From an optimization exercise on the open Yosys and OpenROAD flow, aimed at small area; shortcuts taken in it are not production practice. The RTL was checked by simulation tests, not by an equivalence proof against the original design. Power figures rest on the tool's default switching activity, not on a simulated workload.

==> flow/design.v <==
module Divide_By_N_Counter (clk, enable, reset, OUT, COUNT);
    input clk, enable, reset;
    output reg [3:0] COUNT;
    output OUT;
    assign OUT = &COUNT;
    always @ (posedge clk or posedge reset) begin
        if (reset)
            COUNT <= 4'b0;
        else if (enable)
            COUNT <= COUNT + 1'b1;
    end
endmodule
module ClockGenNM(clock, enable, reset, N, Nout);
    input clock, enable, reset;
    input [31:0] N;
    output reg Nout;
    reg [31:0] d;
    wire        hit    = enable && ~|d[31:7];
    wire [7:0]  slo    = {1'b0, N[6:0]} + {1'b0, d[6:0]};
    wire [24:0] hi     = hit ? N[31:7] : d[31:7];
    wire        borrow = enable && !(hit && slo[7]);
    always @ (posedge clock, posedge reset)
    begin
        if (reset)
        begin
            Nout <= 1'b0;
            d    <= 32'b0;
        end
        else
        begin
            d[31:7] <= hi - borrow;
            if (hit)
            begin
                d[6:0] <= slo[6:0];
                Nout   <= ~Nout;
            end
        end
    end
endmodule
module BAUD_GEN(clk, enable, BRD, reset, Nout);
    input clk, reset, enable;
    input [31:0] BRD;
    output Nout;
    ClockGenNM baudGen
    (
        .clock  (clk),
        .enable (enable),
        .reset  (reset),
        .N      (BRD),
        .Nout   (Nout)
    );
endmodule
module RXFIFO(
        output     [8:0] Head,
        input      [8:0] DataIn,
        input            read, write, clk, reset, ClearOV,
        output     [2:0] states
        );
        reg [143:0] Ring;             
        reg [3:0] hp;                 
        reg [4:0] count;              
        reg       pend;               
        reg       OV;
        wire Empty = (count == 5'd0);
        wire Full  = count[4];
        assign states = {Empty, Full, OV};
        wire do_read  = read && !Empty;
        wire do_write = write && !Full;
        wire [3:0] tail = hp + count[3:0];
        wire put = do_write ? (tail == 4'd15) : (pend && tail == 4'd0);
        wire [8:0] even = Ring[18*hp[3:1] +: 9];
        reg  [8:0] even_q;
        always @ (posedge clk)
            even_q <= even;
        assign Head = (pend && count == 5'd1) ? DataIn : (hp[0] ? even_q : even);
        always @ (posedge clk)
        begin
            Ring <= {Ring[134:0], put ? DataIn : Ring[143:135]};
        end
        always @ (posedge clk, posedge reset)
        begin
            if (reset) begin
                hp    <= 4'd0;
                count <= 5'd0;
                pend  <= 1'b0;
                OV    <= 1'b0;
            end
            else begin
                hp <= hp + 1'b1 + do_read;
                if (do_read && !do_write)
                    count <= count - 1'b1;
                else if (do_write && !do_read)
                    count <= count + 1'b1;
                if (do_write)
                    pend <= (tail != 4'd15);
                else if (tail == 4'd0)
                    pend <= 1'b0;
                if (write && Full)
                    OV <= 1'b1;
                else if (ClearOV)
                    OV <= 1'b0;
            end
        end
endmodule
module TXRING16(
        output reg [8:0] DataOut,
        input      [8:0] DataIn,
        input            read, wreq, clk, reset, ClearOV,
        output     [2:0] states
        );
        reg [143:0] Ring;             
        reg [8:0] held;               
        reg [3:0] hp;                 
        reg [4:0] count;              
        reg       inc;                
        reg       late;               
        reg       wait_cp;            
        reg       ovset;
        reg       cp;                 
        reg       OV;
        wire Empty = (count == 5'd0);
        wire Full  = count[4];
        assign states = {Empty, Full, OV};
        wire do_read = read && !Empty;
        wire take    = wreq && !(Full && !do_read);
        wire [3:0] tail = hp + count[3:0];
        wire grab  = (do_read && hp == 4'd15) || (cp && hp == 4'd0);
        wire clash = (do_read || cp) && !grab && (tail == hp + do_read - 1'b1);
        wire put_now  = take && tail[0] && !clash;
        wire put_held = late || (wait_cp && grab);
        wire [8:0] word = put_held ? held : DataIn;
        wire [2:0] pq   = put_held && !late ? 3'd0 : tail[3:1] + 1'b1;
        integer q;
        always @ (posedge clk)
        begin
            if (take)
                held <= DataIn;
            Ring <= {Ring[134:0], Ring[143:135]};
            for (q = 0; q < 8; q = q + 1)
                if ((put_now || put_held) && pq == q[2:0])
                    Ring[18*q +: 9] <= word;
            if (grab)
                DataOut <= Ring[143:135];
        end
        always @ (posedge clk, posedge reset)
        begin
            if (reset) begin
                hp      <= 4'd0;
                count   <= 5'd0;
                inc     <= 1'b0;
                late    <= 1'b0;
                wait_cp <= 1'b0;
                ovset   <= 1'b0;
                cp      <= 1'b0;
                OV      <= 1'b0;
            end
            else begin
                inc     <= take;
                late    <= take && !tail[0] && !clash;
                wait_cp <= (take && clash) || (wait_cp && !grab);
                ovset   <= wreq && !take;
                hp      <= hp + 1'b1 + do_read;
                cp      <= (do_read && hp != 4'd15) || (cp && hp != 4'd0);
                if (do_read && !inc)
                    count <= count - 1'b1;
                else if (inc && !do_read)
                    count <= count + 1'b1;
                if (ovset)
                    OV <= 1'b1;
                else if (ClearOV)
                    OV <= 1'b0;
            end
        end
endmodule
module transmitter (
    input       clk,
    input       reset,
    input       tx_tick,           
    input       tx_request,        
    input [8:0] tx_data,           
    input [1:0] parityMode,        
    input       wordSize,          
    output      tx_take,           
    output reg  tx_out             
    );
    parameter A        = 4'd0,    
              G        = 4'd6,    
              H        = 4'd7,    
              I        = 4'd8,    
              J        = 4'd9,    
              START    = 4'd10,   
              IDLE     = 4'd11,   
              IDLE_REQ = 4'd12;   
    reg [3:0] state;
    reg [3:0] COUNT;
    wire pulse  = &COUNT;                        
    wire commit = tx_tick && (COUNT == 4'd14);   
    wire parity = (parityMode != 2'b0);
    assign tx_take = !pulse && (state == IDLE) && !tx_request;
    always @ (posedge clk or posedge reset)
    begin
        if (reset)
            COUNT <= 4'b0;
        else if (tx_tick)
            COUNT <= COUNT + 1'b1;
    end
    always @ (posedge clk or posedge reset)
    begin
        if (reset)
        begin
            state  <= IDLE;
            tx_out <= 1'b1;
        end
        else if (!pulse)
        begin
            if (state == START)
                tx_out <= 1'b0;
            else if (state == J)
                tx_out <= 1'b1;
            else if (state <= I)
                tx_out <= tx_data[state];
            if (commit)
            begin
                if (state == IDLE)
                    state <= tx_request ? IDLE : START;
                else if (state == IDLE_REQ)
                    state <= START;
                else if (state == G)
                    state <= wordSize ? H : (parity ? I : J);
                else if (state == H)
                    state <= parity ? I : J;
                else if (state == J)
                    state <= IDLE;
                else if (state == START)
                    state <= A;
                else
                    state <= state + 1'b1;
            end
            else if (tx_take)
                state <= IDLE_REQ;
        end
    end
endmodule
module reciever (
    input       clk,
    input       reset,
    input       rx_tick,           
    input [1:0] parityMode,        
    input       wordSize,          
    output reg  FE,                
    input       clearFE,
    input       rxIn_pin,          
    output      rx_done,           
    output     [8:0] rx_data       
    );
    reg [6:0] rx_lo;       
    reg       rx_b7;       
    reg       rx_b8;       
    assign rx_data = {rx_b8, rx_b7, rx_lo};
    parameter FINDFALLINGEDGE = 4'd0,
              VERIFYSTART     = 4'd1,
              B0              = 4'd2,
              B6              = 4'd8,
              B7              = 4'd9,
              BP              = 4'd10,
              STOP            = 4'd11,
              IDLE            = 4'd12;
    reg [3:0] state;
    reg       lag;
    reg [3:0] phase;
    reg       maj;         
    reg       same;        
    wire last_phase = (phase == 4'd15);
    wire in_bit = rx_tick && !lag &&
                  (state != IDLE) && (state != FINDFALLINGEDGE);
    wire decide = in_bit && last_phase;
    wire parity = (parityMode != 2'b0);
    assign rx_done = decide && (state == STOP);
    always @ (posedge clk or posedge reset)
    begin
        if (reset)
            FE <= 1'b0;
        else if (rx_done && !maj)
            FE <= 1'b1;
        else if (clearFE)
            FE <= 1'b0;
    end
    always @ (posedge clk)
    begin
        if (in_bit)
        begin
            if (phase == 4'd7)
                maj <= rxIn_pin;
            if (phase == 4'd8)
                same <= (rxIn_pin == maj);
            if (phase == 4'd9 && !same)
                maj <= rxIn_pin;
        end
        if (decide)
        begin
            if (state >= B0 && state <= B6)
                rx_lo <= {maj, rx_lo[6:1]};
            if ((state == B6 && !wordSize && !parity) ||
                (state == B7 && !parity))
                rx_b8 <= 1'b0;
            if (state == BP)
                rx_b8 <= maj;
        end
    end
    always @ (posedge clk or posedge reset)
    begin
        if (reset)
            rx_b7 <= 1'b0;
        else if (decide)
        begin
            if (state == B6 && !wordSize && !parity)
                rx_b7 <= 1'b0;
            if (state == B7)
                rx_b7 <= maj;
        end
    end
    always @ (posedge clk or posedge reset)
    begin
        if (reset)
        begin
            state   <= IDLE;
            lag     <= 1'b0;
            phase   <= 4'b0;
        end
        else if (rx_tick)
        begin
            if (lag)
            begin
                lag <= 1'b0;
                if (state != VERIFYSTART)
                    phase <= phase + 1'b1;
            end
            else if (state == IDLE)
            begin
                phase <= rxIn_pin ? phase + 1'b1 : 4'd0;
                if (phase >= 4'd8)
                begin
                    state <= FINDFALLINGEDGE;
                    lag   <= 1'b1;
                end
            end
            else if (state == FINDFALLINGEDGE)
            begin
                if (!rxIn_pin)
                begin
                    state <= VERIFYSTART;
                    lag   <= 1'b1;
                    phase <= 4'd0;
                end
            end
            else
            begin
                phase <= phase + 1'b1;
                if (last_phase)
                begin
                    lag <= 1'b1;
                    if (state == VERIFYSTART)
                        state <= maj ? IDLE : B0;
                    else if (state < B6)
                        state <= state + 1'b1;
                    else if (state == B6)
                        state <= (!wordSize && !parity) ? STOP :
                                 (wordSize ? B7 : BP);
                    else if (state == B7)
                        state <= parity ? BP : STOP;
                    else if (state == BP)
                        state <= STOP;
                    else
                        state <= IDLE;
                end
            end
        end
    end
endmodule
module uart (
    clk,
    reset,
    address,
    chipselect,
    writedata,
    readdata,
    write,
    read,
    uart_clk_out,
    uart_rx,
    uart_tx
);
    input   clk, reset;
    input            read, write, chipselect;
    input [2:0]      address;
    input [31:0]     writedata;
    output reg [31:0] readdata;
    input        uart_rx;
    output       uart_clk_out;
    output       uart_tx;
    reg [6:0]  STATUS;
    reg [31:0] CONTROL;
    reg [31:0] BRD;
    reg last_write;
    reg last_read;
    reg rdFIFO;
    reg W1C_STROBE;
    reg clr_rxo, clr_txo, clr_fe;
    wire [8:0] rx_head;
    wire [8:0] tx_word;
    wire [2:0] states_txfifo;
    wire [2:0] states_rxfifo;
    wire       FE;
    wire sel = chipselect;
    wire wr_data = write && sel && (address == 3'd0) && !last_write;
    wire wr_stat = write && sel && (address == 3'd1) && !W1C_STROBE;
    wire wr_ctrl = write && sel && (address == 3'd2);
    wire wr_brd  = write && sel && (address == 3'd3);
    wire rd_data = read && sel && (address == 3'd0) && !last_read;
    always @ (posedge clk or posedge reset)
    begin
        if (reset)
        begin
            last_write <= 1'b0;
            last_read  <= 1'b0;
        end
        else
        begin
            last_write <= write;
            last_read  <= read;
        end
    end
    always @ (posedge clk or posedge reset)
    begin
        if (reset)
        begin
            readdata <= 32'b0;
            rdFIFO   <= 1'b0;
        end
        else
        begin
            rdFIFO <= rd_data;
            if (read && sel && (address == 3'd1))
                readdata <= {25'b0, STATUS};
            else if (read && sel && (address == 3'd2))
                readdata <= CONTROL;
            else if (read && sel && (address == 3'd3))
                readdata <= BRD;
            else if (rdFIFO)
                readdata <= {23'b0, states_rxfifo[2] ? 9'b0 : rx_head};
        end
    end
    always @ (posedge clk or posedge reset)
    begin
        if (reset)
            STATUS <= 7'b010_0100;
        else if (W1C_STROBE)
            STATUS <= STATUS & ~{clr_fe, 2'b00, clr_txo, 2'b00, clr_rxo};
        else
            STATUS <= {FE, states_txfifo, states_rxfifo};
    end
    always @ (posedge clk or posedge reset)
    begin
        if (reset)
        begin
            CONTROL    <= 32'd0;
            BRD        <= 32'b0;
            W1C_STROBE <= 1'b0;
            clr_rxo    <= 1'b0;
            clr_txo    <= 1'b0;
            clr_fe     <= 1'b0;
        end
        else
        begin
            W1C_STROBE <= wr_stat && (writedata[0] || writedata[3] || writedata[6] || writedata[7]);
            clr_rxo    <= wr_stat && writedata[0];
            clr_txo    <= wr_stat && writedata[3];
            clr_fe     <= wr_stat && writedata[6];
            if (wr_ctrl)
                CONTROL <= writedata;
            else
                CONTROL[4] <= uart_clk_out;
            if (wr_brd)
                BRD <= writedata;
        end
    end
    wire baud;
    reg  baud_q;
    BAUD_GEN baudGen
    (
        .clk    (clk),
        .enable (CONTROL[3]),
        .reset  (reset),
        .BRD    (BRD),
        .Nout   (baud)
    );
    assign uart_clk_out = baud;
    always @ (posedge clk or posedge reset)
    begin
        if (reset)
            baud_q <= 1'b0;
        else
            baud_q <= baud;
    end
    wire tick = baud && !baud_q;
    wire tx_take;
    reg  tx_take_q;
    reg  rd_tx_fifo;
    wire rx_done;
    reg  rx_done_q;
    reg  wr_rx_fifo;
    always @ (posedge clk or posedge reset)
    begin
        if (reset)
        begin
            tx_take_q   <= 1'b0;
            rd_tx_fifo  <= 1'b0;
            rx_done_q   <= 1'b0;
            wr_rx_fifo  <= 1'b0;
        end
        else
        begin
            tx_take_q   <= tx_take;
            rd_tx_fifo  <= tx_take_q;
            rx_done_q   <= rx_done;
            wr_rx_fifo  <= rx_done_q;
        end
    end
    transmitter tx
    (
        .clk        (clk),
        .reset      (reset),
        .tx_tick    (tick),
        .tx_request (STATUS[5]),
        .tx_data    (tx_word),
        .parityMode (CONTROL[2:1]),
        .wordSize   (CONTROL[0]),
        .tx_take    (tx_take),
        .tx_out     (uart_tx)
    );
    TXRING16 txfifo
    (
        .DataIn   (writedata[8:0]),
        .DataOut  (tx_word),
        .wreq     (wr_data),
        .read     (rd_tx_fifo),
        .clk      (clk),
        .reset    (reset),
        .states   (states_txfifo),
        .ClearOV  (clr_txo)
    );
    wire [8:0] received;
    reciever rx
    (
        .clk        (clk),
        .reset      (reset),
        .rx_tick    (tick),
        .parityMode (CONTROL[2:1]),
        .wordSize   (CONTROL[0]),
        .FE         (FE),
        .clearFE    (clr_fe),
        .rxIn_pin   (uart_rx),
        .rx_done    (rx_done),
        .rx_data    (received)
    );
    RXFIFO rxfifo
    (
        .DataIn   (received),
        .Head     (rx_head),
        .write    (wr_rx_fifo),
        .read     (rdFIFO),
        .clk      (clk),
        .reset    (reset),
        .states   (states_rxfifo),
        .ClearOV  (clr_rxo)
    );
endmodule
==> flow/flow/run.sh <==
#!/bin/bash
# Own layout flow: the standard ORFS flow (standard.sh, the standard flow's synthesis
# script) with these changes:
#  - Yosys's ABC step maps for area (flow/abc_area.script in place of ORFS's
#    abc_speed.script; the registers are mapped before ABC and do not change);
#  - port buffers use the smallest buffer (buf_1) instead of clkdlybuf4s50_1;
#  - clock tree: clkbuf_8 leaf buffers, 18-sink clusters, no dummy loads.
set -euo pipefail
here=$(pwd)
rm -rf "$here/scripts"
cp -r "$FLOW_HOME/scripts" "$here/scripts"
cp "$here/flow/abc_area.script" "$here/scripts/abc_speed.script"
export SCRIPTS_DIR="$here/scripts"
export BUFFER_PORTS_ARGS="-buffer_cell sky130_fd_sc_hd__buf_1"
export CTS_ARGS="-sink_clustering_enable -repair_clock_nets -dont_use_dummy_load -buf_list sky130_fd_sc_hd__clkbuf_8 -sink_clustering_size 18 -sink_clustering_max_diameter 60"
bash standard.sh > standard_flow.log 2>&1
==> flow/flow/abc_area.script <==
strash
dch -f
amap -A 10 -F 3
==> flow/standard.sh <==
#!/bin/bash
# synth_recipe.tcl (not shown) runs the flow's synth.tcl, then flattens the netlist and writes it again
# the make line also repeats each setting of config.mk as NAME=value (left out here)
make -C /OpenROAD-flow-scripts/flow DESIGN_CONFIG=/design/flow/config.mk WORK_HOME=/design/flow/orfs CLKGATE_MAP_FILE= SYNTH_SCRIPT=/design/flow/synth_recipe.tcl "${@:-finish}"
==> flow/config.mk <==
export PLATFORM = sky130hd
export DESIGN_NAME = uart
export DESIGN_NICKNAME = uart
export VERILOG_FILES = /design/flow/design.v
export SDC_FILE = /design/flow/constraint.sdc
export NUM_CORES = 4
export LEC_CHECK = 0
export CAP_MARGIN = 20
export CORE_MARGIN = 2
export CORE_UTILIZATION = 65
export PLACE_DENSITY = 0.75
export SLEW_MARGIN = 20
==> flow/constraint.sdc <==
create_clock -name core_clock -period 10.0 [get_ports {clk}]
set_input_delay 2.0000 -clock core_clock [delete_from_list [all_inputs] [get_ports {clk}]]
set_output_delay 2.0000 -clock core_clock [all_outputs]
set_load 0.01 [all_outputs]
==> flow_metrics.py, run 1 <==
metrics = {
    "sta": {
        "maxSlewHeadroom": 0.249,
        "rsz0062_at_grt": "no",
        "max_freq_mhz": 203,
        "tns_ps": 0,
        "fin_crit_sh": 0.492,
        "maxSlewViolCount": 0,
        "setup_violations": 0,
        "skew_ps": 68.8,
        "hold_viol": 0,
        "worst_pin_slew_ps": 1130,
        "layout_min_cycle_time_ps": 4920,
    },
    "global_routing": {
        "busiest_layer": "met2",
        "overflow": 0,
        "grt_pass1_wl_um": 58500,
        "grtUsageTotal": 0.261,
        "antenna_found_initial": 1,
        "grt_use_met1": 0.381,
        "grt_pass1_vias": 11200,
        "grt_max_degree": 133,
        "use_met3": 0.0418,
        "use_met2": 0.410,
    },
    "clock_tree": {
        "cts.sinks": 519,
        "worst_skew_pair.late_latency_ps": 580,
        "ctsHoldBuffers": 0,
        "clk_pin_slew_worst_paths_ps": 110,
        "max-clock-path-buffers": 3,
        "cts_buffers": 37,
        "postCtsSetupBuffers": 0,
        "h-tree-depth": 2,
        "cts_tree": "yes",
        "post_cts_resized": 0,
        "cts_root_buf": "clkbuf_8",
    },
    "routing": {
        "avgRoutedWirePerCell_um": 19.2,
        "drt-pass1-iter-count": 16,
        "avgViaCountPerCell": 6.07,
        "wl_um": 36300,
        "drtIter0Drc": 999,
        "route.detailed.drc": 0,
        "vias": 11500,
        "ant_nets": 0,
    },
    "synthesis": {
        "yosys.area.top_type": "dfxtp_1",
        "synth_common_cells": "dfxtp_1, dfrtp_1, clkinv_1, o22a_1, nor2_1",
        "yosysSeqAreaShare": 0.672,
        "synthCells": 1436,
        "synthTopCellsByArea": "dfxtp_1, dfrtp_1, o22a_1",
        "yosys_warnings": 6,
        "synth-seq-cells": 519,
        "async_flop_share": 0.374,
        "yosysMostFrequentCell": "dfxtp_1",
        "yosysTopAreaCellShare": 0.343,
        "synth.distinct_cells": 41,
        "netlist_area_sq_mm": 0.0173,
        "syn-num-nets": 1520,
        "avgSynthCellArea_sq_um": 12.1,
        "synthFlopType": "dfxtp_1",
        "synth-edff-count": 28,
    },
    "layout": {
        "regArea_sq_mm": 0.0117,
        "fillers": 1904,
        "nets": 1645,
        "finalCoreUtilization": 0.715,
        "syn2layout_area_growth_pct": 7.79,
        "multiInputGateArea_sq_mm": 0.00514,
        "drive_gt1_frac": 0.0423,
        "fin_cells": 1894,
        "num_antenna_cells": 0,
    },
    "setup_path": {
        "cp_common_cell": "nor2_1",
        "cp-startpoint": "baudGen.baudGen.d[1]",
        "critical_path.max_fanout": 3,
        "reg2reg_to": "baudGen.baudGen.d[31]",
        "crit_buf_inv": 3,
        "path_depth": 27,
        "worstSetupEndpoint": "baudGen.baudGen.d[31]",
        "cp.required_ps": 10490,
        "critical_path.max_stage_delay_ps": 430,
        "critPathArrivalTime_ps": 5400,
        "path_class": "reg2reg",
        "start_kind": "flip-flop",
        "critPathSlowestCell": "dfrtp_1",
        "critPathTopFamily": "simple AND/OR/NAND/NOR gates",
        "r2r_start": "baudGen.baudGen.d[1]",
        "end_kind": "flip-flop",
        "r2r_slack_ps": 5080,
        "rr_worst_depth": 27,
    },
    "job": {
        "cap_violations": 0,
    },
    "place": {
        "dp_cells": 1856,
        "place_congestion": 0.883,
        "port_buffers": 74,
        "hpwl_um": 24500,
    },
    "floorplan": {
        "die_w_um": 167,
        "die_height_um": 167,
        "die_area_sq_mm": 0.0280,
        "fp-row-count": 59,
        "ios": 75,
        "initial_core_util": 0.663,
        "core_sq_mm": 0.0261,
    },
    "pwr": {
        "leakagePower_nw": 7.26,
        "p_per_area_mw_per_mm2": 204,
        "ir_drop_mv": 0.153,
    },
    "worst_hold_path": {
        "hp-class": "reg2reg",
    },
    "outcome": {
        "outcome": "no timing/DRC/antenna violations",
    },
}
## logic make-up (layout without fill, tap and decap cells)
group / Yosys count / in the layout / share of synthesized area
AND/OR/NAND/NOR: 269 / 269 / 0.0704
flip-flops: 519 / 519 / 0.672
AO/OA/AOI/OAI: 449 / 449 / 0.190
XOR/XNOR: 3 / 3 / 0.00152
adder cells (fa/ha/maj): 43 / 43 / 0.0328
buffers and inverters: 153 / 276 / 0.0331
## cell type report
class | count | area share
tap | 335 | 0.0224
clock buffer | 37 | 0.0273
multi-input combinational | 764 | 0.275
sequential | 519 | 0.624
timing repair buffer | 86 | 0.0208
inverter | 153 | 0.0311
## power breakdown
part           switching [W]  internal, W  leakage [nW]
clock               0.000598     0.000334         0.266
sequential          0.000131      0.00230          4.98
combinational       0.000251     0.000199          2.02
total               0.000980      0.00283          7.26
## layer usage
layer | wire (um) | up-vias
met5 | 15 | -
met4 | 848 | 2
met3 | 1860 | 65
met2 | 16400 | 316
met1 | 17100 | 5599
li1 | - | 5517
## how the worst min path moves through the flow
stage / depth (start not counted) / slack, ps / from / endpoint
after CTS: 0 / 290 / rxfifo.Ring[61] / rxfifo.Ring[70]
after global placement: 0 / 310 / txfifo.Ring[72] / txfifo.Ring[81]
after floorplan: 0 / 310 / rxfifo.Ring[99] / rxfifo.Ring[108]
after detailed placement: 0 / 310 / rxfifo.Ring[119] / rxfifo.Ring[128]
final: 0 / 300 / rxfifo.Ring[61] / rxfifo.Ring[70]
after global routing: 0 / 300 / rxfifo.Ring[61] / rxfifo.Ring[70]
## per-stage QoR
step                hold WS [ps]  setup slack [ps]  total power (W)  area, sq um
finish                       297              5080          0.00381        18700
floorplan                    310              4050          0.00276        17300
global placement             310              4580          0.00289        18100
global route                 296              4620          0.00398        18700
detailed placement           312              4320          0.00292        18100
CTS                          293              4930          0.00382        18700
## state kept, by name, summed over array words and instances (netlist names), 5 cells and up
register,cells
rxfifo.even_q,9
txfifo.Ring,144
txfifo.count,5
txfifo.DataOut,9
baudGen.baudGen.d,32
rxfifo.count,5
readdata,32
BRD,32
rxfifo.Ring,144
txfifo.held,9
rx.rx_lo,7
STATUS,7
CONTROL,32
## placed cells by master (no fill, tap or decap), drive strengths merged, types with 2 or more instances in the layout
cell and instances:
dfxtp 297, dfrtp 186, clkinv 151, o22a 142
nor2 113, a21oi 95, buf 86, nand2 56
o21ai 50, o221ai 39, ha 39, o22ai 37
clkbuf 37, a222oi 31, edfxtp 28, nor3 26
nand3 15, and3 13, a31oi 12, or3 11
a22o 11, dfstp 8, nand4 8, or4 8
nor4 8, a211oi 5, or2 5, o221a 5
o32ai 4, o21bai 4, nor2b 4, fa 4
a21o 3, a22oi 3, a2111oi 2, o211ai 2
nor3b 2, xor2 2, inv 2
==> run 2: changes to the inputs <==
--- a/flow/config.mk
+++ b/flow/config.mk
@@ -7,6 +7,6 @@
 export LEC_CHECK = 0
 export CAP_MARGIN = 20
 export CORE_MARGIN = 2
-export CORE_UTILIZATION = 65
-export PLACE_DENSITY = 0.75
+export CORE_UTILIZATION = 72
+export PLACE_DENSITY = 0.8
 export SLEW_MARGIN = 20
==> flow_metrics.py, run 2 <==
metrics = {
    "routing": {
        "route.detailed.drc": 0,
        "drtIter0Drc": 1183,
        "vias": 11800,
        "wl_um": 37200,
        "avgRoutedWirePerCell_um": 19.8,
        "avgViaCountPerCell": 6.28,
        "ant_nets": 0,
        "drt-pass1-iter-count": 6,
    },
    "sta": {
        "skew_ps": 38.5,
        "maxSlewViolCount": 0,
        "max_freq_mhz": 202,
        "maxSlewHeadroom": 0.235,
        "hold_viol": 0,
        "rsz0062_at_grt": "no",
        "fin_crit_sh": 0.495,
        "setup_violations": 0,
        "whs_ps": 309,
        "layout_setup_ws_ps": 5050,
        "worst_pin_slew_ps": 1150,
        "layout_min_cycle_time_ps": 4950,
        "tns_ps": 0,
    },
    "synthesis": {
        "synth-xor-area-share": 0.00152,
        "yosysTopAreaCellShare": 0.343,
        "yosys_warnings": 6,
        "synth.distinct_cells": 41,
        "yosys.area.top_type": "dfxtp_1",
        "synthCells": 1436,
        "synth_common_cells": "dfxtp_1, dfrtp_1, clkinv_1, o22a_1, nor2_1",
        "synthAdderAreaFrac": 0.0328,
        "synth-seq-cells": 519,
        "synth-edff-count": 28,
        "synth.area.mux_share": 0,
        "synthFlopType": "dfxtp_1",
        "yosysMostFrequentCell": "dfxtp_1",
        "syn-num-nets": 1520,
        "synth_compound_area_frac": 0.190,
        "yosysSeqAreaShare": 0.672,
        "synthTopCellsByArea": "dfxtp_1, dfrtp_1, o22a_1",
        "synth_top_family_by_area": "compound AO/OA/AOI/OAI gates",
        "async_flop_share": 0.374,
        "netlist_area_sq_mm": 0.0173,
        "synth-simple-area-share": 0.0704,
        "avgSynthCellArea_sq_um": 12.1,
    },
    "place": {
        "dp_slack_ps": 4420,
        "hpwl_um": 24500,
        "port_buffers": 74,
        "place_congestion": 0.868,
    },
    "setup_path": {
        "crit_buf_inv": 3,
        "start_kind": "flip-flop",
        "path_class": "reg2reg",
        "critPathArrivalTime_ps": 5450,
        "r2r_start": "BRD[1]",
        "cp_common_cell": "nor2_1",
        "critical_path.max_stage_delay_ps": 440,
        "critPathTopFamily": "simple AND/OR/NAND/NOR gates",
        "critical_path.max_fanout": 3,
        "cp.required_ps": 10490,
        "critPathSlowestCell": "dfrtp_1",
        "cp-startpoint": "BRD[1]",
        "r2r_slack_ps": 5050,
        "end_kind": "flip-flop",
    },
    "layout": {
        "final_cell_mix": "dfxtp_1, dfrtp_1, clkinv_1",
        "largestRegisters": "rxfifo.Ring x144, txfifo.Ring x144",
        "layout_commonest_cell": "dfxtp_1",
        "syn2layout_area_growth_pct": 7.77,
        "fillers": 1503,
        "nets": 1646,
        "finalCoreUtilization": 0.794,
        "drive_gt1_frac": 0.0429,
    },
    "clock_tree": {
        "cts.sinks": 519,
        "h-tree-depth": 2,
        "cts_tree": "yes",
        "cts_buffers": 37,
        "worst_skew_pair.late_latency_ps": 560,
        "post_cts_resized": 0,
        "postCtsSetupBuffers": 0,
        "ctsHoldBuffers": 0,
        "clk_pin_slew_worst_paths_ps": 110,
        "cts_root_buf": "clkbuf_8",
        "max-clock-path-buffers": 3,
    },
    "floorplan": {
        "die_w_um": 159,
        "initial_core_util": 0.736,
        "die_area_sq_mm": 0.0253,
        "fp-row-count": 56,
        "core_sq_mm": 0.0235,
        "die_height_um": 159,
        "ios": 75,
    },
    "worst_hold_path": {
        "hp-class": "reg2reg",
        "hp-start": "txfifo.Ring[72]",
    },
    "global_routing": {
        "grt_pass1_vias": 11800,
        "antenna_found_initial": 2,
        "overflow": 0,
        "grt_max_degree": 114,
        "grt_pass1_wl_um": 60900,
        "grtUsageTotal": 0.297,
    },
    "pwr": {
        "p_switching_w": 0.000983,
        "p_seq_frac": 0.637,
        "p_clk_frac": 0.245,
        "leakagePower_nw": 7.27,
        "ir_drop_mv": 0.177,
        "swShare": 0.258,
        "p_int_w": 0.00283,
        "combPwrFrac": 0.118,
        "p_per_area_mw_per_mm2": 204,
    },
    "job": {
        "cap_violations": 0,
    },
    "outcome": {
        "outcome": "no timing/DRC/antenna violations",
    },
}
[run 2: per-stage QoR]
stage | total power (W) | cells | area (sq um)
4_1_cts | 0.00382 | 1878 | 18600
6_report | 0.00381 | 1881 | 18700
3_5_place_dp | 0.00291 | 1841 | 18100
2_1_floorplan | 0.00276 | 1436 | 17300
5_1_grt | 0.00398 | 1880 | 18700
3_3_place_gp | 0.00289 | 1841 | 18100
[run 2: final cells by class]
cell class,instances,area (sq um),area share
diodes,2,5.00,0.000268
clock buffers,37,509,0.0273
inverters,153,582,0.0311
multi-input cells,764,5140,0.275
flip-flops and latches,519,11700,0.624
well taps,319,399,0.0214
repair buffers,87,399,0.0214
[run 2: logic make-up after synthesis]
family                   count (synthesis)
flip-flops                             519
AO/OA/AOI/OAI                          449
XOR/XNOR                                 3
adder cells (fa/ha/maj)                 43
AND/OR/NAND/NOR                        269
buffers and inverters                  153
[run 2: worst reg2reg max path, stage by stage, from the launching register on]
cell,delay (ps)
dfrtp_1,440
ha_1,300
a21o_1,160
a21oi_1,180
nor2_1,70
or2_0,200
a21oi_1,190
nor2_1,70
or2_0,210
a21oi_1,140
nor2_1,50
nor2_1,110
ha_1,200
ha_1,200
and3_1,180
nand2_1,80
nor2_1,160
nand3_1,160
nor2_1,180
clkinv_1,100
nor3_1,300
clkinv_1,160
nor3_1,320
clkinv_1,150
or2_0,260
nor2_1,160
nor2_1,50
a21oi_1,120
[run 2: final timing paths]
check | to | depth (start not counted)
setup / recovery | baudGen.baudGen.d[31] | 27
hold / removal | txfifo.Ring[81] | 0
setup reg to reg | baudGen.baudGen.d[31] | 27
hold reg to reg | txfifo.Ring[81] | 0
max in group asynchronous | rx.state[0] | 3
min in group asynchronous | readdata[18] | 2
[run 2: power groups by stage]
stage | Clock (W) | Sequential, W | Combinational [W]
finish | 0.000935 | 0.00243 | 0.000451
CTS | 0.000944 | 0.00243 | 0.000451
detailed placement | 0 | 0.00247 | 0.000447
global placement | 0 | 0.00246 | 0.000424
global route | 0.00102 | 0.00245 | 0.000508
floorplan | 0 | 0.00244 | 0.000320
[run 2: routing by layer]
metal  share of wire  vias to the layer above  track usage
met3           0.064                       84       0.0563
li1                -                     5519            -
met1            0.44                     5811        0.411
met5               0                        -            0
met4           0.031                        0        0.102
met2            0.47                      399        0.480

separate check: timing with driven ports:
The results above use ideal ports. As a check the final layouts listed here were re-extracted and re-timed, cells and wires unchanged. Step 1 assumes that a clkbuf_16 drives the clock port and a buf_2 every other input. Step 2 moves the port delays by t, midway between the first and last clock arrival at a register: inputs arrive t later, outputs are due t later. That takes back most of the time a late clock gives input paths. a / b / c = ideal ports / drivers / drivers and shift; a / b = the first two.
run | shift t [ns] | setup slack, ns | worst register clock-pin slew, ns | pins driven straight from the clock port
run 1 | 0.594 | 5.085 / 5.085 / 4.658 | 0.11 / 0.11 | 1
run 2 | 0.589 | 5.046 / 5.046 / 4.653 | 0.11 / 0.11 | 1
After both steps setup and hold are still met in every run listed. The setup slack of run 1, which loses most, moves by 0.000 ns with the drivers and by -0.427 ns with both steps.
